This design comes from an exercise in tuning for small area on the open sky130 flow, not from production work.
No functional check of the RTL was part of this run.
Power and IR drop assume default switching activity.

**design/flow/flow/run.sh**
```bash
#!/bin/bash
# Own layout flow: the standard synthesis, then an area-oriented re-mapping of the
# combinational logic (registers untouched), then the standard layout steps with
# minimum-size port buffers.  Each tool's output goes to a log of its own here.
set -euo pipefail
W=$PWD
R=$W/orfs/results/$FLOW_PLATFORM/top_calc_accum_final/base
LIB=$FLOW_HOME/platforms/$FLOW_PLATFORM/lib/sky130_fd_sc_hd__tt_025C_1v80.lib

bash standard.sh synth > $W/log_1_synth.txt 2>&1
cp $R/1_2_yosys.v $W/std_1_2_yosys.v

DONT=""
for c in $(grep -oE 'cell *\( *"?sky130_fd_sc_hd__(lpflow_[a-z0-9_]+|probe[a-z0-9_]*)' $LIB | sed -E 's/.*(sky130_fd_sc_hd__[a-z0-9_]+)/\1/' | sort -u); do
  DONT="$DONT -dont_use $c"
done
LIB=$LIB IN=$W/std_1_2_yosys.v OUT=$W/remap_1_2_yosys.v ABCSCR=$W/flow/remap.abc DONT="$DONT" \
  yosys -c $W/flow/remap.tcl > $W/log_2_remap.txt 2>&1
# refuse to go on if the re-mapping lost logic
python3 - "$W/std_1_2_yosys.v" "$W/remap_1_2_yosys.v" <<'PY'
import re, sys
a, b = (open(f).read() for f in sys.argv[1:3])
ff = lambda s: sorted(re.findall(r'sky130_fd_sc_hd__(dfxtp_\d|edfxtp_\d|dfrtp_\d)\s+(\S+)', s))
assert ff(a) == ff(b), "registers differ"
assert len(re.findall(r'sky130_fd_sc_hd__', b)) > len(ff(b)) + 20, "logic missing"
PY
cp $W/remap_1_2_yosys.v $R/1_2_yosys.v
rm -f $R/1_synth.odb $R/1_synth.sdc
bash standard.sh "BUFFER_PORTS_ARGS=-buffer_cell sky130_fd_sc_hd__buf_1" "CTS_ARGS=-sink_clustering_enable -repair_clock_nets -buf_list sky130_fd_sc_hd__clkbuf_8 -dont_use_dummy_load" finish > $W/log_3_layout.txt 2>&1
```
**design/flow/flow/remap.abc**
```
strash
&get -n
&dc2
&dch -f
&nf -R 5000 -F 50 -A 50 -E 3000 -C 32
&put
topo
```
**design/flow/flow/remap.tcl**
```tcl
# Re-map the combinational cells of the standard synthesis for area.
# Registers (and their instance names) are kept as they are.
yosys read_liberty -ignore_miss_func $::env(LIB)
yosys read_verilog $::env(IN)
yosys hierarchy -top top_calc_accum_final
foreach m {sky130_fd_sc_hd__dfxtp_1 sky130_fd_sc_hd__dfxtp_2 sky130_fd_sc_hd__dfxtp_4 sky130_fd_sc_hd__edfxtp_1 sky130_fd_sc_hd__dfrtp_1} {
  if {[llength [yosys tee -q -s result.string select -list $m]]} { }
  catch { yosys setattr -mod -set keep_hierarchy 1 $m }
}
yosys flatten
yosys opt -purge
yosys tee -o remap_stat_before.txt stat
yosys abc -liberty $::env(LIB) {*}$::env(DONT) -script $::env(ABCSCR)
yosys opt_clean -purge
yosys hilomap -singleton -hicell sky130_fd_sc_hd__conb_1 HI -locell sky130_fd_sc_hd__conb_1 LO
yosys cd top_calc_accum_final
yosys select w:* i:* o:* %u %d
yosys rename -hide
yosys select -clear
yosys cd
yosys opt_clean -purge
yosys rename -enumerate -pattern n%_ w:*
yosys tee -o remap_stat.txt stat -liberty $::env(LIB)
yosys select top_calc_accum_final
yosys write_verilog -noattr -noexpr -selected $::env(OUT)
```
**design/flow/standard.sh**
```bash
#!/bin/bash
# synth_recipe.tcl (not shown) runs the flow's synth.tcl, then flattens the netlist and writes it again
# the make line also repeats each setting of config.mk as NAME=value (left out here)
make -C /OpenROAD-flow-scripts/flow DESIGN_CONFIG=/design/flow/config.mk WORK_HOME=/design/flow/orfs CLKGATE_MAP_FILE= SYNTH_SCRIPT=/design/flow/synth_recipe.tcl "${@:-finish}"
```
**design/flow/config.mk**
```make
export PLATFORM = sky130hd
export DESIGN_NAME = top_calc_accum_final
export DESIGN_NICKNAME = top_calc_accum_final
export VERILOG_FILES = /design/flow/design.v
export SDC_FILE = /design/flow/constraint.sdc
export NUM_CORES = 4
export LEC_CHECK = 0
export ABC_AREA = 1
export CAP_MARGIN = 20
export CORE_MARGIN = 2
export CORE_UTILIZATION = 40
export CTS_BUF_LIST = sky130_fd_sc_hd__clkbuf_8
export SLEW_MARGIN = 20
```
**design/flow/constraint.sdc**
```tcl
create_clock -name core_clock -period 40.0 [get_ports {clk}]
set_input_delay 8.0000 -clock core_clock [delete_from_list [all_inputs] [get_ports {clk}]]
set_output_delay 8.0000 -clock core_clock [all_outputs]
set_load 0.01 [all_outputs]
```
**design/flow/design.v**
```verilog
module top_calc_accum_final (
    input  wire clk,
    input  wire reset,
    input  wire [1:0] op_sel_raw,
    input  wire [7:0] data_in_raw,
    input  wire calc_btn_raw,
    output wire [6:0] disp0,
    output wire [6:0] disp1,
    output wire [6:0] disp2,
    output wire [6:0] disp3,
    output wire [6:0] disp4,
    output wire neg_flag,
    output wire error_flag,
    output wire [7:0] acc_out
);
    reg [1:0] op_s1, op;
    reg [7:0] d_s1, d;
    reg [7:0] acc;
    reg [6:0] frac;
    reg       err_q;
    reg [2:0] mode, cnt;
    wire [7:0] acc_n;
    wire [6:0] frac_n;
    wire       err_n;
    wire [2:0] mode_n, cnt_n;
    wire       hund;
    calc_core u_core (
        .reset(reset), .btn(calc_btn_raw), .op(op), .d(d),
        .acc(acc), .frac(frac), .err_q(err_q), .mode(mode), .cnt(cnt),
        .acc_n(acc_n), .frac_n(frac_n), .err_n(err_n), .mode_n(mode_n), .cnt_n(cnt_n),
        .disp0(disp0), .disp1(disp1), .disp2(disp2), .disp3(disp3), .hund(hund)
    );
    always @(posedge clk) begin
        op_s1 <= op_sel_raw;
        op    <= op_s1;
        d_s1  <= data_in_raw;
        d     <= d_s1;
        acc   <= acc_n;
        frac  <= frac_n;
        err_q <= err_n;
        mode  <= mode_n;
        cnt   <= cnt_n;
    end
    assign disp4      = {hund, 2'b00, hund, hund, hund, 1'b1};
    assign acc_out    = acc;
    assign neg_flag   = ~acc[7];
    assign error_flag = err_q;
endmodule
module calc_core (
    input  wire       reset,
    input  wire       btn,
    input  wire [1:0] op,
    input  wire [7:0] d,
    input  wire [7:0] acc,
    input  wire [6:0] frac,
    input  wire       err_q,
    input  wire [2:0] mode,
    input  wire [2:0] cnt,
    output wire [7:0] acc_n,
    output wire [6:0] frac_n,
    output wire       err_n,
    output wire [2:0] mode_n,
    output wire [2:0] cnt_n,
    output wire [6:0] disp0, disp1, disp2, disp3,
    output wire       hund
);
    wire [7:0] sel;
    wire refuse, ferr;
    wire [6:0] fnew;
    dp2 u_dp (.op(op), .d(d), .acc(acc), .frac(frac), .sel(sel), .refuse(refuse), .fnew(fnew), .ferr(ferr));
    ctl5 u_ctl (.sel(sel), .refuse(refuse), .ferr(ferr), .fnew(fnew), .reset(reset), .btn(btn), .op(op), .d(d), .dummy(),
                .acc(acc), .frac(frac), .err_q(err_q), .mode(mode), .cnt(cnt),
                .acc_n(acc_n), .frac_n(frac_n), .err_n(err_n), .mode_n(mode_n), .cnt_n(cnt_n));
    dispM u_dm (.acc(acc), .disp2(disp2), .disp3(disp3), .u4(hund));
    dispF u_df (.frac(frac), .disp0(disp0), .disp1(disp1));
endmodule
module dp2 (
  input wire [1:0] op,
  input wire [7:0] d,
  input wire [7:0] acc,
  input wire [6:0] frac,
  output wire [7:0] sel,
  output wire refuse,
  output wire [6:0] fnew,
  output wire ferr
);
  wire new_n43, new_n44, new_n45, new_n46, new_n47, new_n48, new_n49, new_n50, new_n51, new_n52, new_n53, new_n54, new_n55, new_n56, new_n57, new_n58, new_n59, new_n60, new_n61, new_n62, new_n63, new_n64, new_n65, new_n66, new_n67, new_n68, new_n69, new_n70, new_n71, new_n72, new_n73, new_n75, new_n76, new_n77, new_n78, new_n79, new_n80, new_n81, new_n83, new_n84, new_n85, new_n86, new_n87, new_n88, new_n89, new_n90, new_n91, new_n92, new_n93, new_n94, new_n95, new_n96, new_n97, new_n98, new_n99, new_n100, new_n101, new_n102, new_n104, new_n105, new_n106, new_n107, new_n108, new_n109, new_n110, new_n111, new_n112, new_n113, new_n114, new_n115, new_n116, new_n118, new_n119, new_n120, new_n121, new_n122, new_n123, new_n124, new_n125, new_n126, new_n127, new_n128, new_n129, new_n130, new_n132, new_n133, new_n134, new_n135, new_n136, new_n137, new_n138, new_n139, new_n140, new_n141, new_n142, new_n143, new_n144, new_n145, new_n146, new_n147, new_n148, new_n149, new_n150, new_n151, new_n152, new_n154, new_n155, new_n156, new_n157, new_n158, new_n159, new_n160, new_n161, new_n162, new_n163, new_n164, new_n165, new_n166, new_n168, new_n170, new_n171, new_n172, new_n173, new_n174, new_n175, new_n176, new_n177, new_n178, new_n179, new_n180, new_n181, new_n182, new_n183, new_n185, new_n186, new_n187, new_n188, new_n189, new_n190, new_n192, new_n193, new_n194, new_n195, new_n196, new_n197, new_n198, new_n199, new_n200, new_n201, new_n202, new_n203, new_n204, new_n205, new_n206, new_n207, new_n208, new_n209, new_n210, new_n211, new_n212, new_n213, new_n214, new_n215, new_n216, new_n217, new_n218, new_n219, new_n220, new_n221, new_n222, new_n223, new_n224, new_n225, new_n226, new_n227, new_n228, new_n229, new_n230, new_n231, new_n232, new_n234, new_n235, new_n236, new_n237, new_n238, new_n239, new_n240, new_n241, new_n242, new_n243, new_n244, new_n245, new_n246, new_n247, new_n248, new_n249, new_n250, new_n251, new_n252, new_n253, new_n254, new_n255, new_n256, new_n257, new_n258, new_n259, new_n260, new_n261, new_n262, new_n263, new_n264, new_n265, new_n266, new_n267, new_n268, new_n269, new_n270, new_n271, new_n272, new_n273, new_n274, new_n275, new_n276, new_n277, new_n278, new_n279, new_n280, new_n281, new_n282, new_n283, new_n284, new_n285, new_n286, new_n287, new_n288, new_n289, new_n290, new_n291, new_n292, new_n293, new_n294, new_n295, new_n296, new_n297, new_n298, new_n299, new_n300, new_n301, new_n302, new_n303, new_n304, new_n305, new_n306, new_n307, new_n308, new_n309, new_n310, new_n311, new_n312, new_n313, new_n314, new_n315, new_n316, new_n317, new_n318, new_n319, new_n320, new_n321, new_n323, new_n324, new_n325, new_n326, new_n327, new_n328, new_n329, new_n331, new_n332, new_n333, new_n334, new_n335, new_n337, new_n338, new_n339, new_n340, new_n341, new_n342, new_n343, new_n345, new_n346, new_n347, new_n349, new_n350, new_n351, new_n352, new_n353, new_n354, new_n355, new_n356, new_n357, new_n358, new_n359, new_n360, new_n361, new_n362, new_n363, new_n364, new_n365, new_n366, new_n367, new_n368, new_n369, new_n370;
  assign new_n43 = ~op[1] & d[0] ;
  assign new_n44 = acc[0] & ~new_n43;
  assign new_n45 = ~acc[0] & new_n43;
  assign new_n46 = ~new_n44 & ~new_n45;
  assign new_n47 = op[0] & op[1] ;
  assign new_n48 = new_n46 & ~new_n47;
  assign new_n49 = ~op[0] & op[1] ;
  assign new_n50 = ~acc[6] & ~acc[7] ;
  assign new_n51 = acc[6] & acc[7] ;
  assign new_n52 = ~new_n50 & ~new_n51;
  assign new_n53 = new_n49 & ~new_n52;
  assign new_n54 = ~new_n48 & ~new_n53;
  assign new_n55 = acc[0] & ~new_n54;
  assign new_n56 = ~op[1] & ~d[0] ;
  assign new_n57 = acc[0] & acc[7] ;
  assign new_n58 = ~new_n56 & ~new_n57;
  assign new_n59 = op[0] & ~new_n58;
  assign new_n60 = ~new_n55 & ~new_n59;
  assign new_n61 = op[0] & ~op[1] ;
  assign new_n62 = ~d[1] & ~new_n61;
  assign new_n63 = ~op[0] & ~op[1] ;
  assign new_n64 = d[1] & ~new_n63;
  assign new_n65 = ~new_n62 & ~new_n64;
  assign new_n66 = ~acc[1] & ~new_n65;
  assign new_n67 = ~new_n53 & ~new_n65;
  assign new_n68 = acc[1] & ~new_n67;
  assign new_n69 = ~new_n66 & ~new_n68;
  assign new_n70 = new_n60 & new_n69;
  assign new_n71 = ~new_n60 & ~new_n69;
  assign new_n72 = ~new_n70 & ~new_n71;
  assign new_n73 = new_n47 & new_n72;
  assign sel[0] = new_n54 & ~new_n73;
  assign new_n75 = ~new_n66 & ~new_n70;
  assign new_n76 = acc[2] & ~new_n53;
  assign new_n77 = ~new_n75 & new_n76;
  assign new_n78 = new_n75 & ~new_n76;
  assign new_n79 = ~new_n77 & ~new_n78;
  assign new_n80 = new_n47 & ~new_n79;
  assign new_n81 = ~new_n47 & ~new_n72;
  assign sel[1] = new_n80 | new_n81;
  assign new_n83 = ~d[2] & ~new_n61;
  assign new_n84 = d[2] & ~new_n63;
  assign new_n85 = ~new_n83 & ~new_n84;
  assign new_n86 = ~new_n79 & new_n85;
  assign new_n87 = acc[2] & ~new_n77;
  assign new_n88 = ~new_n86 & ~new_n87;
  assign new_n89 = ~d[3] & ~new_n61;
  assign new_n90 = d[3] & ~new_n63;
  assign new_n91 = ~new_n89 & ~new_n90;
  assign new_n92 = ~new_n53 & ~new_n91;
  assign new_n93 = acc[3] & ~new_n92;
  assign new_n94 = ~acc[3] & ~new_n91;
  assign new_n95 = ~new_n93 & ~new_n94;
  assign new_n96 = ~new_n88 & new_n95;
  assign new_n97 = new_n88 & ~new_n95;
  assign new_n98 = ~new_n96 & ~new_n97;
  assign new_n99 = new_n47 & ~new_n98;
  assign new_n100 = new_n79 & ~new_n85;
  assign new_n101 = ~new_n86 & ~new_n100;
  assign new_n102 = ~new_n47 & ~new_n101;
  assign sel[2] = ~new_n99 & ~new_n102;
  assign new_n104 = ~new_n93 & ~new_n96;
  assign new_n105 = ~d[4] & ~new_n61;
  assign new_n106 = d[4] & ~new_n63;
  assign new_n107 = ~new_n105 & ~new_n106;
  assign new_n108 = ~acc[4] & ~new_n107;
  assign new_n109 = ~new_n53 & ~new_n107;
  assign new_n110 = acc[4] & ~new_n109;
  assign new_n111 = ~new_n108 & ~new_n110;
  assign new_n112 = new_n104 & new_n111;
  assign new_n113 = ~new_n104 & ~new_n111;
  assign new_n114 = ~new_n112 & ~new_n113;
  assign new_n115 = new_n47 & ~new_n114;
  assign new_n116 = ~new_n47 & new_n98;
  assign sel[3] = new_n115 | new_n116;
  assign new_n118 = ~new_n108 & ~new_n112;
  assign new_n119 = ~d[5] & ~new_n61;
  assign new_n120 = d[5] & ~new_n63;
  assign new_n121 = ~new_n119 & ~new_n120;
  assign new_n122 = ~new_n53 & ~new_n121;
  assign new_n123 = acc[5] & ~new_n122;
  assign new_n124 = ~acc[5] & ~new_n121;
  assign new_n125 = ~new_n123 & ~new_n124;
  assign new_n126 = new_n118 & ~new_n125;
  assign new_n127 = ~new_n118 & new_n125;
  assign new_n128 = ~new_n126 & ~new_n127;
  assign new_n129 = new_n47 & ~new_n128;
  assign new_n130 = ~new_n47 & ~new_n114;
  assign sel[4] = new_n129 | new_n130;
  assign new_n132 = new_n118 & ~new_n124;
  assign new_n133 = ~new_n123 & ~new_n132;
  assign new_n134 = ~d[6] & ~new_n61;
  assign new_n135 = d[6] & ~new_n63;
  assign new_n136 = ~new_n134 & ~new_n135;
  assign new_n137 = acc[6] & new_n136;
  assign new_n138 = ~acc[4] & ~acc[5] ;
  assign new_n139 = acc[6] & new_n138;
  assign new_n140 = ~acc[0] & ~acc[1] ;
  assign new_n141 = ~acc[2] & ~acc[3] ;
  assign new_n142 = new_n140 & new_n141;
  assign new_n143 = new_n139 & new_n142;
  assign new_n144 = new_n53 & ~new_n143;
  assign new_n145 = ~acc[6] & ~new_n136;
  assign new_n146 = ~new_n144 & ~new_n145;
  assign new_n147 = ~new_n137 & new_n146;
  assign new_n148 = new_n133 & ~new_n147;
  assign new_n149 = ~new_n133 & new_n147;
  assign new_n150 = ~new_n148 & ~new_n149;
  assign new_n151 = new_n47 & ~new_n150;
  assign new_n152 = ~new_n47 & new_n128;
  assign sel[5] = ~new_n151 & ~new_n152;
  assign new_n154 = ~new_n47 & new_n150;
  assign new_n155 = ~op[0] & ~d[7] ;
  assign new_n156 = op[0] & d[7] ;
  assign new_n157 = ~new_n155 & ~new_n156;
  assign new_n158 = ~op[1] & new_n157;
  assign new_n159 = new_n133 & ~new_n137;
  assign new_n160 = ~new_n145 & ~new_n159;
  assign new_n161 = new_n158 & ~new_n160;
  assign new_n162 = ~new_n158 & new_n160;
  assign new_n163 = ~new_n49 & new_n162;
  assign new_n164 = ~new_n161 & ~new_n163;
  assign new_n165 = acc[7] & ~new_n164;
  assign new_n166 = ~acc[7] & new_n164;
  assign sel[7] = ~new_n165 & ~new_n166;
  assign new_n168 = new_n47 & sel[7] ;
  assign sel[6] = new_n154 | new_n168;
  assign new_n170 = acc[7] & new_n161;
  assign new_n171 = ~new_n157 & new_n160;
  assign new_n172 = ~d[3] & ~d[4] ;
  assign new_n173 = ~d[5] & ~d[6] ;
  assign new_n174 = new_n172 & new_n173;
  assign new_n175 = ~d[1] & ~d[2] ;
  assign new_n176 = new_n56 & new_n175;
  assign new_n177 = new_n174 & new_n176;
  assign new_n178 = acc[7] & ~new_n177;
  assign new_n179 = ~acc[7] & new_n177;
  assign new_n180 = ~new_n178 & ~new_n179;
  assign new_n181 = new_n171 & new_n180;
  assign new_n182 = new_n49 & ~new_n144;
  assign new_n183 = ~new_n181 & ~new_n182;
  assign refuse = new_n170 | ~new_n183;
  assign new_n185 = ~op[1] & frac[0] ;
  assign new_n186 = acc[7] & frac[0] ;
  assign new_n187 = frac[1] & new_n186;
  assign new_n188 = ~frac[1] & ~new_n186;
  assign new_n189 = new_n47 & ~new_n188;
  assign new_n190 = ~new_n187 & new_n189;
  assign fnew[0] = new_n185 | new_n190;
  assign new_n192 = acc[7] & ~frac[4] ;
  assign new_n193 = ~frac[5] & new_n192;
  assign new_n194 = ~frac[1] & ~frac[2] ;
  assign new_n195 = ~frac[0] & new_n194;
  assign new_n196 = ~frac[3] & new_n195;
  assign new_n197 = new_n193 & new_n196;
  assign new_n198 = acc[7] & ~frac[6] ;
  assign new_n199 = ~acc[7] & frac[6] ;
  assign new_n200 = ~new_n198 & ~new_n199;
  assign new_n201 = new_n46 & ~new_n200;
  assign new_n202 = ~new_n197 & new_n201;
  assign new_n203 = new_n72 & new_n202;
  assign new_n204 = ~new_n101 & new_n203;
  assign new_n205 = ~new_n98 & new_n204;
  assign new_n206 = new_n114 & new_n205;
  assign new_n207 = new_n128 & new_n206;
  assign new_n208 = ~new_n150 & new_n207;
  assign new_n209 = new_n171 & ~new_n208;
  assign new_n210 = ~op[1] & acc[7] ;
  assign new_n211 = new_n209 & new_n210;
  assign new_n212 = ~new_n161 & ~new_n208;
  assign new_n213 = ~acc[7] & ~new_n162;
  assign new_n214 = ~new_n212 & new_n213;
  assign new_n215 = ~new_n211 & ~new_n214;
  assign new_n216 = frac[1] & ~new_n215;
  assign new_n217 = ~new_n187 & ~new_n216;
  assign new_n218 = frac[2] & ~new_n217;
  assign new_n219 = ~frac[2] & new_n217;
  assign new_n220 = ~new_n218 & ~new_n219;
  assign new_n221 = acc[0] & new_n47;
  assign new_n222 = new_n220 & new_n221;
  assign new_n223 = ~acc[0] & new_n47;
  assign new_n224 = ~new_n220 & new_n223;
  assign new_n225 = frac[0] & ~new_n215;
  assign new_n226 = ~frac[1] & ~new_n225;
  assign new_n227 = frac[0] & new_n216;
  assign new_n228 = ~new_n226 & ~new_n227;
  assign new_n229 = ~op[1] & ~new_n228;
  assign new_n230 = ~frac[0] & new_n49;
  assign new_n231 = ~new_n229 & ~new_n230;
  assign new_n232 = ~new_n224 & new_n231;
  assign fnew[1] = ~new_n222 & new_n232;
  assign new_n234 = ~new_n195 & ~new_n215;
  assign new_n235 = frac[3] & new_n234;
  assign new_n236 = ~frac[3] & ~new_n234;
  assign new_n237 = ~new_n235 & ~new_n236;
  assign new_n238 = new_n47 & new_n237;
  assign new_n239 = ~new_n216 & ~new_n225;
  assign new_n240 = frac[2] & ~new_n239;
  assign new_n241 = ~frac[2] & new_n239;
  assign new_n242 = ~new_n240 & ~new_n241;
  assign new_n243 = op[1] & new_n220;
  assign new_n244 = new_n242 & ~new_n243;
  assign new_n245 = new_n49 & new_n228;
  assign new_n246 = ~new_n222 & ~new_n245;
  assign new_n247 = ~new_n244 & new_n246;
  assign new_n248 = new_n238 & ~new_n247;
  assign new_n249 = ~new_n238 & new_n247;
  assign new_n250 = ~new_n248 & ~new_n249;
  assign new_n251 = ~new_n196 & ~new_n215;
  assign new_n252 = ~frac[4] & ~new_n251;
  assign new_n253 = ~new_n215 & ~new_n252;
  assign new_n254 = frac[5] & ~new_n253;
  assign new_n255 = ~frac[5] & new_n253;
  assign new_n256 = ~new_n254 & ~new_n255;
  assign new_n257 = new_n49 & new_n256;
  assign new_n258 = ~new_n220 & new_n242;
  assign new_n259 = frac[4] & new_n251;
  assign new_n260 = ~new_n252 & ~new_n259;
  assign new_n261 = new_n237 & new_n260;
  assign new_n262 = new_n258 & new_n261;
  assign new_n263 = new_n256 & new_n262;
  assign new_n264 = ~new_n256 & ~new_n262;
  assign new_n265 = ~new_n263 & ~new_n264;
  assign new_n266 = new_n221 & new_n265;
  assign new_n267 = new_n220 & new_n261;
  assign new_n268 = new_n266 & ~new_n267;
  assign new_n269 = ~frac[6] & ~new_n215;
  assign new_n270 = frac[6] & new_n215;
  assign new_n271 = ~new_n269 & ~new_n270;
  assign new_n272 = ~new_n265 & new_n271;
  assign new_n273 = frac[5] & ~frac[6] ;
  assign new_n274 = ~frac[5] & frac[6] ;
  assign new_n275 = ~new_n273 & ~new_n274;
  assign new_n276 = new_n265 & new_n275;
  assign new_n277 = ~new_n272 & ~new_n276;
  assign new_n278 = new_n47 & ~new_n277;
  assign new_n279 = ~new_n268 & new_n278;
  assign new_n280 = new_n268 & new_n277;
  assign new_n281 = new_n49 & ~new_n260;
  assign new_n282 = ~op[1] & new_n256;
  assign new_n283 = ~new_n281 & ~new_n282;
  assign new_n284 = ~new_n280 & new_n283;
  assign new_n285 = ~new_n279 & new_n284;
  assign new_n286 = new_n223 & ~new_n265;
  assign new_n287 = ~op[1] & new_n260;
  assign new_n288 = new_n49 & new_n237;
  assign new_n289 = ~new_n287 & ~new_n288;
  assign new_n290 = ~new_n266 & new_n289;
  assign new_n291 = ~new_n286 & new_n290;
  assign new_n292 = new_n258 & ~new_n260;
  assign new_n293 = op[1] & ~new_n292;
  assign new_n294 = new_n237 & ~new_n293;
  assign new_n295 = new_n49 & new_n242;
  assign new_n296 = new_n47 & new_n260;
  assign new_n297 = ~new_n262 & new_n296;
  assign new_n298 = ~new_n295 & ~new_n297;
  assign new_n299 = ~new_n294 & new_n298;
  assign new_n300 = ~new_n250 & new_n299;
  assign new_n301 = new_n291 & new_n300;
  assign new_n302 = new_n285 & ~new_n301;
  assign new_n303 = ~new_n257 & ~new_n302;
  assign new_n304 = ~new_n291 & ~new_n299;
  assign new_n305 = new_n250 & new_n304;
  assign new_n306 = ~new_n285 & ~new_n305;
  assign new_n307 = ~new_n47 & ~new_n256;
  assign new_n308 = ~new_n277 & ~new_n307;
  assign new_n309 = ~new_n221 & ~new_n271;
  assign new_n310 = ~new_n308 & new_n309;
  assign new_n311 = ~new_n49 & ~new_n310;
  assign new_n312 = ~new_n306 & new_n311;
  assign new_n313 = ~new_n221 & new_n308;
  assign new_n314 = ~new_n271 & new_n306;
  assign new_n315 = ~new_n313 & ~new_n314;
  assign new_n316 = ~new_n312 & new_n315;
  assign new_n317 = ~new_n303 & ~new_n316;
  assign new_n318 = new_n303 & ~new_n310;
  assign new_n319 = ~new_n317 & ~new_n318;
  assign new_n320 = ~new_n250 & new_n319;
  assign new_n321 = new_n250 & ~new_n319;
  assign fnew[2] = new_n320 | new_n321;
  assign new_n323 = new_n222 & new_n237;
  assign new_n324 = ~new_n310 & ~new_n323;
  assign new_n325 = new_n299 & new_n324;
  assign new_n326 = ~new_n299 & ~new_n324;
  assign new_n327 = ~new_n325 & ~new_n326;
  assign new_n328 = ~new_n320 & new_n327;
  assign new_n329 = new_n320 & ~new_n327;
  assign fnew[3] = new_n328 | new_n329;
  assign new_n331 = new_n320 & ~new_n325;
  assign new_n332 = ~new_n320 & ~new_n326;
  assign new_n333 = ~new_n331 & ~new_n332;
  assign new_n334 = new_n291 & ~new_n333;
  assign new_n335 = ~new_n291 & new_n333;
  assign fnew[4] = ~new_n334 & ~new_n335;
  assign new_n337 = ~new_n303 & ~new_n310;
  assign new_n338 = ~new_n305 & new_n310;
  assign new_n339 = ~new_n337 & ~new_n338;
  assign new_n340 = new_n316 & ~new_n339;
  assign new_n341 = ~new_n303 & ~new_n304;
  assign new_n342 = new_n338 & ~new_n341;
  assign new_n343 = ~new_n285 & ~new_n342;
  assign fnew[5] = ~new_n340 & ~new_n343;
  assign new_n345 = ~new_n257 & ~new_n316;
  assign new_n346 = new_n257 & new_n316;
  assign new_n347 = ~new_n337 & ~new_n346;
  assign fnew[6] = ~new_n345 & new_n347;
  assign new_n349 = frac[6] & ~new_n46;
  assign new_n350 = ~new_n72 & new_n349;
  assign new_n351 = new_n101 & new_n350;
  assign new_n352 = new_n98 & new_n351;
  assign new_n353 = ~new_n114 & new_n352;
  assign new_n354 = ~new_n128 & new_n353;
  assign new_n355 = new_n150 & new_n354;
  assign new_n356 = new_n170 & ~new_n355;
  assign new_n357 = ~acc[7] & new_n209;
  assign new_n358 = frac[1] & frac[2] ;
  assign new_n359 = frac[3] & new_n358;
  assign new_n360 = new_n193 & ~new_n359;
  assign new_n361 = new_n354 & new_n360;
  assign new_n362 = ~frac[3] & new_n194;
  assign new_n363 = frac[4] & frac[5] ;
  assign new_n364 = ~new_n362 & new_n363;
  assign new_n365 = acc[7] & ~new_n364;
  assign new_n366 = ~frac[6] & ~new_n365;
  assign new_n367 = new_n143 & ~new_n366;
  assign new_n368 = new_n182 & ~new_n367;
  assign new_n369 = ~new_n361 & new_n368;
  assign new_n370 = ~new_n357 & ~new_n369;
  assign ferr = new_n356 | ~new_n370;
endmodule
module ctl5 (
  input wire [7:0] sel,
  input wire refuse,
  input wire ferr,
  input wire [6:0] fnew,
  input wire reset,
  input wire btn,
  input wire [1:0] op,
  input wire [7:0] d,
  input wire [7:0] acc,
  input wire [6:0] frac,
  input wire err_q,
  input wire [2:0] mode,
  input wire [2:0] cnt,
  output wire [7:0] acc_n,
  output wire [6:0] frac_n,
  output wire err_n,
  output wire [2:0] mode_n,
  output wire [2:0] cnt_n,
  output wire dummy
);
  wire new_n76, new_n77, new_n78, new_n79, new_n80, new_n81, new_n82, new_n84, new_n85, new_n87, new_n88, new_n90, new_n91, new_n93, new_n94, new_n96, new_n97, new_n99, new_n100, new_n102, new_n103, new_n105, new_n106, new_n107, new_n108, new_n109, new_n110, new_n112, new_n113, new_n115, new_n116, new_n118, new_n119, new_n121, new_n122, new_n124, new_n125, new_n127, new_n128, new_n130, new_n131, new_n132, new_n134, new_n135, new_n136, new_n137, new_n138, new_n139, new_n140, new_n141, new_n142, new_n143, new_n144, new_n145, new_n147, new_n148, new_n149, new_n151, new_n152, new_n154, new_n155, new_n156, new_n157, new_n158, new_n159, new_n160, new_n161, new_n162, new_n164, new_n165, new_n166, new_n168, new_n169;
  assign new_n76 = mode[1] & mode[2] ;
  assign new_n77 = ~err_q & ~mode[0] ;
  assign new_n78 = new_n76 & new_n77;
  assign new_n79 = ~reset & ~new_n78;
  assign new_n80 = acc[0] & new_n79;
  assign new_n81 = ~reset & new_n78;
  assign new_n82 = sel[0] & new_n81;
  assign acc_n[0] = new_n80 | new_n82;
  assign new_n84 = acc[1] & new_n79;
  assign new_n85 = sel[1] & new_n81;
  assign acc_n[1] = new_n84 | new_n85;
  assign new_n87 = acc[2] & new_n79;
  assign new_n88 = sel[2] & new_n81;
  assign acc_n[2] = new_n87 | new_n88;
  assign new_n90 = acc[3] & new_n79;
  assign new_n91 = sel[3] & new_n81;
  assign acc_n[3] = new_n90 | new_n91;
  assign new_n93 = acc[4] & new_n79;
  assign new_n94 = sel[4] & new_n81;
  assign acc_n[4] = new_n93 | new_n94;
  assign new_n96 = acc[5] & new_n79;
  assign new_n97 = sel[5] & new_n81;
  assign acc_n[5] = new_n96 | new_n97;
  assign new_n99 = acc[6] & new_n79;
  assign new_n100 = sel[6] & new_n81;
  assign acc_n[6] = new_n99 | new_n100;
  assign new_n102 = acc[7] & new_n79;
  assign new_n103 = sel[7] & new_n81;
  assign acc_n[7] = new_n102 | new_n103;
  assign new_n105 = mode[0] & new_n76;
  assign new_n106 = ~ferr & new_n105;
  assign new_n107 = ~reset & ~new_n106;
  assign new_n108 = frac[0] & new_n107;
  assign new_n109 = ~reset & new_n106;
  assign new_n110 = fnew[0] & new_n109;
  assign frac_n[0] = new_n108 | new_n110;
  assign new_n112 = frac[1] & new_n107;
  assign new_n113 = fnew[1] & new_n109;
  assign frac_n[1] = new_n112 | new_n113;
  assign new_n115 = frac[2] & new_n107;
  assign new_n116 = fnew[2] & new_n109;
  assign frac_n[2] = new_n115 | new_n116;
  assign new_n118 = frac[3] & new_n107;
  assign new_n119 = fnew[3] & new_n109;
  assign frac_n[3] = new_n118 | new_n119;
  assign new_n121 = frac[4] & new_n107;
  assign new_n122 = fnew[4] & new_n109;
  assign frac_n[4] = new_n121 | new_n122;
  assign new_n124 = frac[5] & new_n107;
  assign new_n125 = fnew[5] & new_n109;
  assign frac_n[5] = new_n124 | new_n125;
  assign new_n127 = frac[6] & new_n107;
  assign new_n128 = fnew[6] & new_n109;
  assign frac_n[6] = new_n127 | new_n128;
  assign new_n130 = ~refuse & new_n105;
  assign new_n131 = ~err_q & ~new_n105;
  assign new_n132 = ~reset & ~new_n131;
  assign err_n = ~new_n130 & new_n132;
  assign new_n134 = ~reset & ~mode[1] ;
  assign new_n135 = mode[2] & new_n134;
  assign new_n136 = cnt[0] & cnt[1] ;
  assign new_n137 = cnt[2] & new_n136;
  assign new_n138 = ~mode[0] & ~mode[1] ;
  assign new_n139 = ~mode[2] & new_n138;
  assign new_n140 = ~btn & ~new_n139;
  assign new_n141 = btn & new_n139;
  assign new_n142 = ~new_n140 & ~new_n141;
  assign new_n143 = new_n137 & ~new_n142;
  assign new_n144 = ~mode[0] & ~new_n143;
  assign new_n145 = new_n134 & ~new_n144;
  assign mode_n[0] = new_n135 | new_n145;
  assign new_n147 = mode[1] & ~mode[2] ;
  assign new_n148 = ~new_n144 & new_n147;
  assign new_n149 = ~reset & ~new_n138;
  assign mode_n[1] = ~new_n148 & new_n149;
  assign new_n151 = ~reset & mode[0] ;
  assign new_n152 = mode[1] & new_n151;
  assign mode_n[2] = new_n135 | new_n152;
  assign new_n154 = reset & btn;
  assign new_n155 = ~cnt[0] & ~cnt[1] ;
  assign new_n156 = ~cnt[2] & new_n155;
  assign new_n157 = new_n139 & ~new_n156;
  assign new_n158 = ~new_n139 & new_n156;
  assign new_n159 = ~new_n157 & ~new_n158;
  assign new_n160 = new_n154 & new_n159;
  assign new_n161 = ~reset & ~new_n142;
  assign new_n162 = ~cnt[0] & new_n161;
  assign cnt_n[0] = new_n160 | new_n162;
  assign new_n164 = new_n154 & ~new_n159;
  assign new_n165 = ~new_n136 & ~new_n155;
  assign new_n166 = new_n161 & new_n165;
  assign cnt_n[1] = new_n164 | new_n166;
  assign new_n168 = ~cnt[2] & ~new_n136;
  assign new_n169 = ~new_n137 & ~new_n168;
  assign cnt_n[2] = new_n161 & new_n169;
  assign dummy = 1'b0;
endmodule
module dispM (
  input wire [7:0] acc,
  output wire [6:0] disp2,
  output wire [6:0] disp3,
  output wire u4
);
  wire new_n24, new_n25, new_n26, new_n27, new_n28, new_n29, new_n30, new_n31, new_n32, new_n33, new_n34, new_n35, new_n36, new_n37, new_n38, new_n39, new_n40, new_n41, new_n42, new_n43, new_n44, new_n45, new_n46, new_n47, new_n48, new_n49, new_n50, new_n51, new_n52, new_n53, new_n54, new_n55, new_n56, new_n57, new_n58, new_n59, new_n60, new_n61, new_n63, new_n64, new_n65, new_n66, new_n67, new_n68, new_n69, new_n71, new_n73, new_n76, new_n77, new_n78, new_n81, new_n82, new_n83, new_n84, new_n85, new_n86, new_n87, new_n88, new_n89, new_n90, new_n91, new_n92, new_n93, new_n94, new_n95, new_n96, new_n97, new_n99, new_n100, new_n101, new_n102, new_n104, new_n105, new_n106, new_n107, new_n108, new_n109, new_n110, new_n112, new_n116, new_n118;
  assign new_n24 = ~acc[4] & acc[6] ;
  assign new_n25 = acc[2] & new_n24;
  assign new_n26 = acc[4] & ~acc[6] ;
  assign new_n27 = ~acc[2] & new_n26;
  assign new_n28 = ~new_n25 & ~new_n27;
  assign new_n29 = ~acc[3] & acc[5] ;
  assign new_n30 = acc[3] & ~acc[5] ;
  assign new_n31 = ~new_n29 & ~new_n30;
  assign new_n32 = new_n28 & new_n31;
  assign new_n33 = acc[4] & ~new_n30;
  assign new_n34 = ~acc[4] & ~new_n29;
  assign new_n35 = ~new_n33 & ~new_n34;
  assign new_n36 = ~new_n28 & new_n35;
  assign new_n37 = ~new_n32 & ~new_n36;
  assign new_n38 = ~acc[1] & new_n37;
  assign new_n39 = acc[1] & ~new_n37;
  assign new_n40 = ~new_n38 & ~new_n39;
  assign new_n41 = ~acc[0] & ~new_n40;
  assign new_n42 = ~acc[0] & acc[7] ;
  assign new_n43 = acc[2] & ~new_n26;
  assign new_n44 = ~new_n24 & ~new_n43;
  assign new_n45 = acc[1] & ~new_n44;
  assign new_n46 = ~acc[1] & new_n44;
  assign new_n47 = ~new_n45 & ~new_n46;
  assign new_n48 = new_n31 & new_n47;
  assign new_n49 = ~new_n29 & new_n44;
  assign new_n50 = ~new_n30 & ~new_n44;
  assign new_n51 = new_n28 & ~new_n50;
  assign new_n52 = ~new_n49 & new_n51;
  assign new_n53 = new_n47 & ~new_n52;
  assign new_n54 = ~new_n31 & ~new_n53;
  assign new_n55 = ~new_n48 & ~new_n54;
  assign new_n56 = ~new_n42 & new_n55;
  assign new_n57 = ~new_n41 & new_n56;
  assign new_n58 = ~new_n37 & ~new_n55;
  assign new_n59 = ~new_n52 & ~new_n58;
  assign new_n60 = ~new_n55 & new_n59;
  assign new_n61 = new_n42 & new_n60;
  assign disp2[0] = new_n57 | new_n61;
  assign new_n63 = acc[7] & ~new_n40;
  assign new_n64 = ~acc[0] & ~new_n63;
  assign new_n65 = new_n55 & ~new_n64;
  assign new_n66 = ~acc[7] & new_n40;
  assign new_n67 = ~new_n42 & ~new_n63;
  assign new_n68 = ~new_n66 & new_n67;
  assign new_n69 = ~new_n59 & new_n68;
  assign disp2[1] = new_n65 | new_n69;
  assign new_n71 = new_n40 & ~new_n59;
  assign disp2[2] = acc[0] | new_n71;
  assign new_n73 = acc[0] & ~new_n55;
  assign disp2[3] = disp2[2] & ~new_n73;
  assign disp2[4] = ~acc[0] & disp2[1] ;
  assign new_n76 = new_n41 & new_n56;
  assign new_n77 = ~new_n64 & ~new_n68;
  assign new_n78 = ~new_n59 & new_n77;
  assign disp2[5] = new_n76 | new_n78;
  assign disp2[6] = ~new_n68 & disp2[3] ;
  assign new_n81 = ~new_n41 & ~new_n68;
  assign new_n82 = new_n60 & ~new_n81;
  assign new_n83 = new_n37 & ~new_n82;
  assign new_n84 = acc[5] & ~acc[6] ;
  assign new_n85 = ~acc[5] & acc[6] ;
  assign new_n86 = ~new_n84 & ~new_n85;
  assign new_n87 = ~acc[5] & ~acc[7] ;
  assign new_n88 = acc[5] & acc[7] ;
  assign new_n89 = ~new_n87 & ~new_n88;
  assign new_n90 = ~new_n86 & new_n89;
  assign new_n91 = ~new_n35 & ~new_n90;
  assign new_n92 = new_n83 & ~new_n91;
  assign new_n93 = ~acc[4] & ~acc[7] ;
  assign new_n94 = acc[4] & acc[7] ;
  assign new_n95 = ~new_n93 & ~new_n94;
  assign new_n96 = new_n86 & ~new_n95;
  assign new_n97 = ~new_n83 & ~new_n96;
  assign disp3[0] = ~new_n92 & ~new_n97;
  assign new_n99 = new_n86 & new_n95;
  assign new_n100 = new_n35 & new_n86;
  assign new_n101 = ~new_n95 & ~new_n100;
  assign new_n102 = new_n83 & new_n101;
  assign disp3[1] = new_n99 | new_n102;
  assign new_n104 = acc[3] & ~new_n83;
  assign new_n105 = ~acc[7] & new_n83;
  assign new_n106 = ~new_n104 & ~new_n105;
  assign new_n107 = acc[4] & new_n84;
  assign new_n108 = ~new_n106 & new_n107;
  assign new_n109 = ~acc[5] & new_n24;
  assign new_n110 = new_n106 & new_n109;
  assign disp3[5] = new_n108 | new_n110;
  assign new_n112 = new_n90 & ~disp3[5] ;
  assign disp3[2] = new_n83 | new_n112;
  assign disp3[3] = ~new_n92 & disp3[2] ;
  assign disp3[4] = disp3[1] & ~disp3[2] ;
  assign new_n116 = new_n83 & ~new_n86;
  assign disp3[6] = disp3[3] & ~new_n116;
  assign new_n118 = new_n86 & new_n89;
  assign u4 = ~new_n92 & new_n118;
endmodule
module dispF (
  input wire [6:0] frac,
  output wire [6:0] disp0,
  output wire [6:0] disp1
);
  wire new_n22, new_n23, new_n24, new_n25, new_n26, new_n27, new_n28, new_n29, new_n30, new_n31, new_n32, new_n33, new_n34, new_n35, new_n36, new_n37, new_n38, new_n39, new_n40, new_n41, new_n42, new_n43, new_n44, new_n45, new_n46, new_n47, new_n48, new_n49, new_n50, new_n51, new_n52, new_n54, new_n55, new_n56, new_n57, new_n59, new_n60, new_n61, new_n63, new_n66, new_n67, new_n68, new_n71, new_n72, new_n73, new_n74, new_n75, new_n76, new_n77, new_n78, new_n79, new_n80, new_n81, new_n82, new_n83, new_n86, new_n87, new_n88, new_n89, new_n91;
  assign new_n22 = ~frac[3] & frac[5] ;
  assign new_n23 = frac[4] & ~frac[6] ;
  assign new_n24 = ~frac[2] & new_n23;
  assign new_n25 = ~new_n22 & ~new_n24;
  assign new_n26 = ~frac[4] & frac[6] ;
  assign new_n27 = ~new_n23 & ~new_n26;
  assign new_n28 = frac[2] & ~frac[6] ;
  assign new_n29 = new_n22 & ~new_n28;
  assign new_n30 = ~new_n27 & new_n29;
  assign new_n31 = ~new_n25 & ~new_n30;
  assign new_n32 = ~frac[2] & new_n26;
  assign new_n33 = frac[2] & new_n27;
  assign new_n34 = ~new_n32 & ~new_n33;
  assign new_n35 = frac[3] & ~frac[5] ;
  assign new_n36 = new_n26 & new_n35;
  assign new_n37 = new_n34 & ~new_n36;
  assign new_n38 = ~new_n31 & new_n37;
  assign new_n39 = ~frac[0] & ~new_n38;
  assign new_n40 = ~new_n26 & ~new_n33;
  assign new_n41 = ~new_n30 & ~new_n35;
  assign new_n42 = new_n40 & ~new_n41;
  assign new_n43 = ~new_n22 & ~new_n35;
  assign new_n44 = ~new_n40 & new_n43;
  assign new_n45 = ~new_n42 & ~new_n44;
  assign new_n46 = ~frac[1] & ~new_n45;
  assign new_n47 = ~new_n22 & new_n34;
  assign new_n48 = new_n22 & ~new_n40;
  assign new_n49 = ~new_n47 & ~new_n48;
  assign new_n50 = ~frac[1] & ~new_n49;
  assign new_n51 = new_n45 & ~new_n50;
  assign new_n52 = ~new_n46 & ~new_n51;
  assign disp0[0] = ~new_n39 & new_n52;
  assign new_n54 = ~new_n38 & new_n45;
  assign new_n55 = frac[1] & new_n54;
  assign new_n56 = frac[0] & ~new_n46;
  assign new_n57 = ~new_n51 & ~new_n56;
  assign disp0[1] = ~new_n55 & ~new_n57;
  assign new_n59 = new_n49 & new_n55;
  assign new_n60 = ~new_n46 & ~new_n59;
  assign new_n61 = ~new_n38 & ~new_n60;
  assign disp0[2] = frac[0] | new_n61;
  assign new_n63 = frac[0] & ~new_n52;
  assign disp0[3] = disp0[2] & ~new_n63;
  assign disp0[4] = disp0[1] & ~disp0[2] ;
  assign new_n66 = new_n39 & new_n52;
  assign new_n67 = frac[0] & ~new_n38;
  assign new_n68 = ~new_n60 & new_n67;
  assign disp0[5] = new_n66 | new_n68;
  assign disp0[6] = disp0[3] & ~new_n67;
  assign new_n71 = frac[5] & ~frac[6] ;
  assign new_n72 = new_n38 & ~new_n45;
  assign new_n73 = ~new_n54 & ~new_n72;
  assign new_n74 = ~new_n46 & ~new_n73;
  assign new_n75 = new_n71 & new_n74;
  assign new_n76 = ~frac[3] & ~new_n28;
  assign new_n77 = frac[4] & ~new_n76;
  assign new_n78 = ~frac[3] & new_n32;
  assign new_n79 = ~new_n77 & ~new_n78;
  assign new_n80 = ~new_n75 & new_n79;
  assign new_n81 = ~frac[5] & frac[6] ;
  assign new_n82 = ~new_n71 & ~new_n81;
  assign new_n83 = ~new_n71 & ~new_n74;
  assign disp1[3] = new_n80 & ~new_n83;
  assign disp1[6] = ~new_n81 & disp1[3] ;
  assign new_n86 = ~frac[4] & ~disp1[6] ;
  assign new_n87 = ~new_n27 & ~disp1[3] ;
  assign new_n88 = new_n86 & ~new_n87;
  assign new_n89 = ~new_n82 & ~new_n88;
  assign disp1[0] = new_n80 & ~new_n89;
  assign new_n91 = new_n82 & new_n86;
  assign disp1[1] = ~new_n89 & ~new_n91;
  assign disp1[2] = new_n74 | disp1[6] ;
  assign disp1[4] = disp1[1] & ~disp1[2] ;
  assign disp1[5] = ~new_n82 & new_n87;
endmodule
```
==> reports/summary.txt <==
final hold vios: 0
Worst-Skew Late Latency: 0.30 ns
Post-CTS Hold Fix Bufs: 0
CP max FO: 12
Register-to-Register Path Depth: 33
drt pass-1 iters: 5
GRT Total Usage: 19.3%
Rows: 30
drt first-iter violations: 152
Die X: 88.4 um
antenna violations before repair: 0
Max-Cap Viols: 0
CP Data Required Time: 32.00 ns
total vias in the final route: 3035
Num Clock Sinks: 42
Vias/cell: 5.50
worst clock skew: 0.0285 ns
CTS tree: built
WHS Path Cells: 0
DP HPWL: 5510 um
Tightest Hold Check Type: flip-flop to flip-flop
final period utilization: 29.3%
Critical Path Sink Type: output port
vias in the first global route: 2581
Final ANT Viol Nets: 0
clock-pin transition on the worst setup and hold timing paths: 0.06 ns
final design area excluding fillers: 3260 sq um
Max-Slew Margin vs Limit: 47.3%
power per cell area: 23.2 nW/um^2
IO buf count: 54
diode count: 0
final worst setup slack: 28.29 ns
kind of critical path: flip-flop to output port
first-pass GRT wire length: 12100 um
CP Depth: 14
Num CTS Buffers: 5
leakage: 1.16 nW
Setup TNS Final: 0 ns
dpl cell area: 3190 sq um
WL per Instance: 13.2 um
Die Ht: 88.4 um
postcts setup bufs: 0
Worst-Margin Slew: 0.784 ns
Buf/Inv on CP: 2
CP Data Arrival Time: 3.71 ns
Nets: 471
largest net degree at the start of global routing: 18
core footprint: 6830 sq um
gr ovfl total: 0
CP cell instances: xnor2_1 -> or3_1 -> a211oi_1 -> nor2_1 -> o21ai_0 -> o21ai_0 -> a21oi_1 -> a21boi_0 -> clkinv_1 -> nand2_1 -> a21oi_1 -> o21a_1 -> nor2b_1 -> buf_1
synthesized area: 2850 sq um
WL final: 7280 um
initial core utilization: 41.7%
Setup Viol. Count Final: 0
H-tree depth reported by CTS: 2
worst reg-to-reg setup slack: 31.94 ns
Placer Congestion: 0.863
fraction of layout cells with a size suffix above 1: 1.54%
DRC Markers: 0
CTS Buffer Depth: 2
Syn Inst Count: 394
worst slack at placement: 28.64 ns
Area Growth Syn to Fin: 14.3%
fin. max-slew vios: 0
clk root buf: clkbuf_8
CP max stage delay: 0.57 ns
yosys warns: 1
RSZ-0062 raised after global routing: no
syn avg cell area: 7.24 sq um
Largest delay share family, worst path: compound AO/OA/AOI/OAI gates
Max Fclk: 0.0854 GHz
boundary pin count: 58
status: timing/DRC/antenna clean
post_cts resized: 0
Max IR drop VDD: 0.0000192 V
Die Area: 7820 sq um
post-layout minimum cycle time: 11.71 ns
crit path max-delay cell type: dfxtp_1
Worst setup SP type: flip-flop
FILL cells: 725
[layer usage]
| layer | vias to the layer above | GRT usage, % | part of all wire, % |
|---|---|---|---|
| met3 | 8 | 2.80 | 4.8 |
| met4 | 0 | 5.37 | 1.2 |
| met2 | 90 | 30.7 | 45 |
| li1 | 1542 | - | - |
| met5 | - | 0 | 0 |
| met1 | 1395 | 27.5 | 49 |
[where the power goes]
| part | leakage [nW] | internal [mW] | switching, mW | total, mW |
|---|---|---|---|---|
| logic | 0.776 | 0.00255 | 0.00460 | 0.00715 |
| registers | 0.346 | 0.0432 | 0.00111 | 0.0444 |
| clock network | 0.0359 | 0.0112 | 0.0129 | 0.0241 |
[worst paths after layout]
path / from / endpoint
setup / recovery: frac[6] / disp1[4]
hold / removal: op_s1[1] / op[1]
setup reg to reg: op[1] / frac[4]
hold reg to reg: op_s1[1] / op[1]
[worst reg2reg max path, delay by kind of cell, from the launching register on]
kind / cells / cell delay, ns
compound gates: 15 / 3.22
mux: 3 / 0.74
flops: 1 / 0.65
simple gates: 9 / 2.15
buf+inv: 1 / 0.07
xor+xnor: 5 / 1.15
[layout make-up]
| type | instances | area (sq um) | area share [%] |
|---|---|---|---|
| Sequential cell | 42 | 841 | 25.8 |
| Multi-Input combinational cell | 335 | 1950 | 59.7 |
| Inverter | 18 | 67.6 | 2.07 |
| Timing Repair Buffer | 56 | 215 | 6.60 |
| Clock buffer | 5 | 68.8 | 2.11 |
| Tap cell | 96 | 120 | 3.69 |
[registers in the layout, indices dropped and copies added, names as in the netlist]
register  flops
frac          7
op_s1         2
op            2
d_s1          8
mode          3
cnt           3
d             8
err_q         1
acc           8
[through the flow]
step                      util, %  total power [mW]  std cells  hold slack [ns]
after floorplan                 -            0.0502        395            0.310
after global placement       46.6            0.0523        546            0.313
after detailed placement     46.7            0.0523        547            0.312
after CTS                    47.7            0.0765        552            0.326
after global routing         47.7            0.0798        552            0.333
final                        47.7            0.0756        552            0.326
[cell usage in the layout (no fill, tap or decap), types with 4 or more instances in the layout]
cell	n
xnor2_1	21
a32o_1	6
mux2i_1	5
o21ai_0	39
buf_1	54
a21oi_1	27
nor2_1	50
nor4_1	4
nand2b_1	14
clkbuf_8	5
a31oi_1	4
xor2_1	13
a211oi_1	5
dfxtp_1	42
nor2b_1	14
nor3_1	14
nand2_1	49
nand3_1	9
clkinv_1	18
o31ai_1	6
o21a_1	7
a22o_1	5

## port drivers added, routing unchanged
The flow's constraints put no driver on any port. The routed layout listed below was extracted and timed again, unchanged, in two steps.
Step 1 assumes that a clkbuf_16 drives the clock port and a buf_2 every other input.
Step 2 moves the port delays by t, midway between the first and last clock arrival at a register: inputs arrive t later, outputs are due t later. That takes back most of the time a late clock gives input paths.
Slacks: no drivers / after step 1 / after step 2; pairs: no drivers / after step 1.
shift t [ns]: 0.318
setup slack, ns: 28.294 / 28.267 / 28.584
worst data-port slew with drivers (ns): 0.03
After both steps this run still meets setup and hold. The setup slack of this run moves by -0.027 ns with the drivers and by +0.290 ns with both steps.
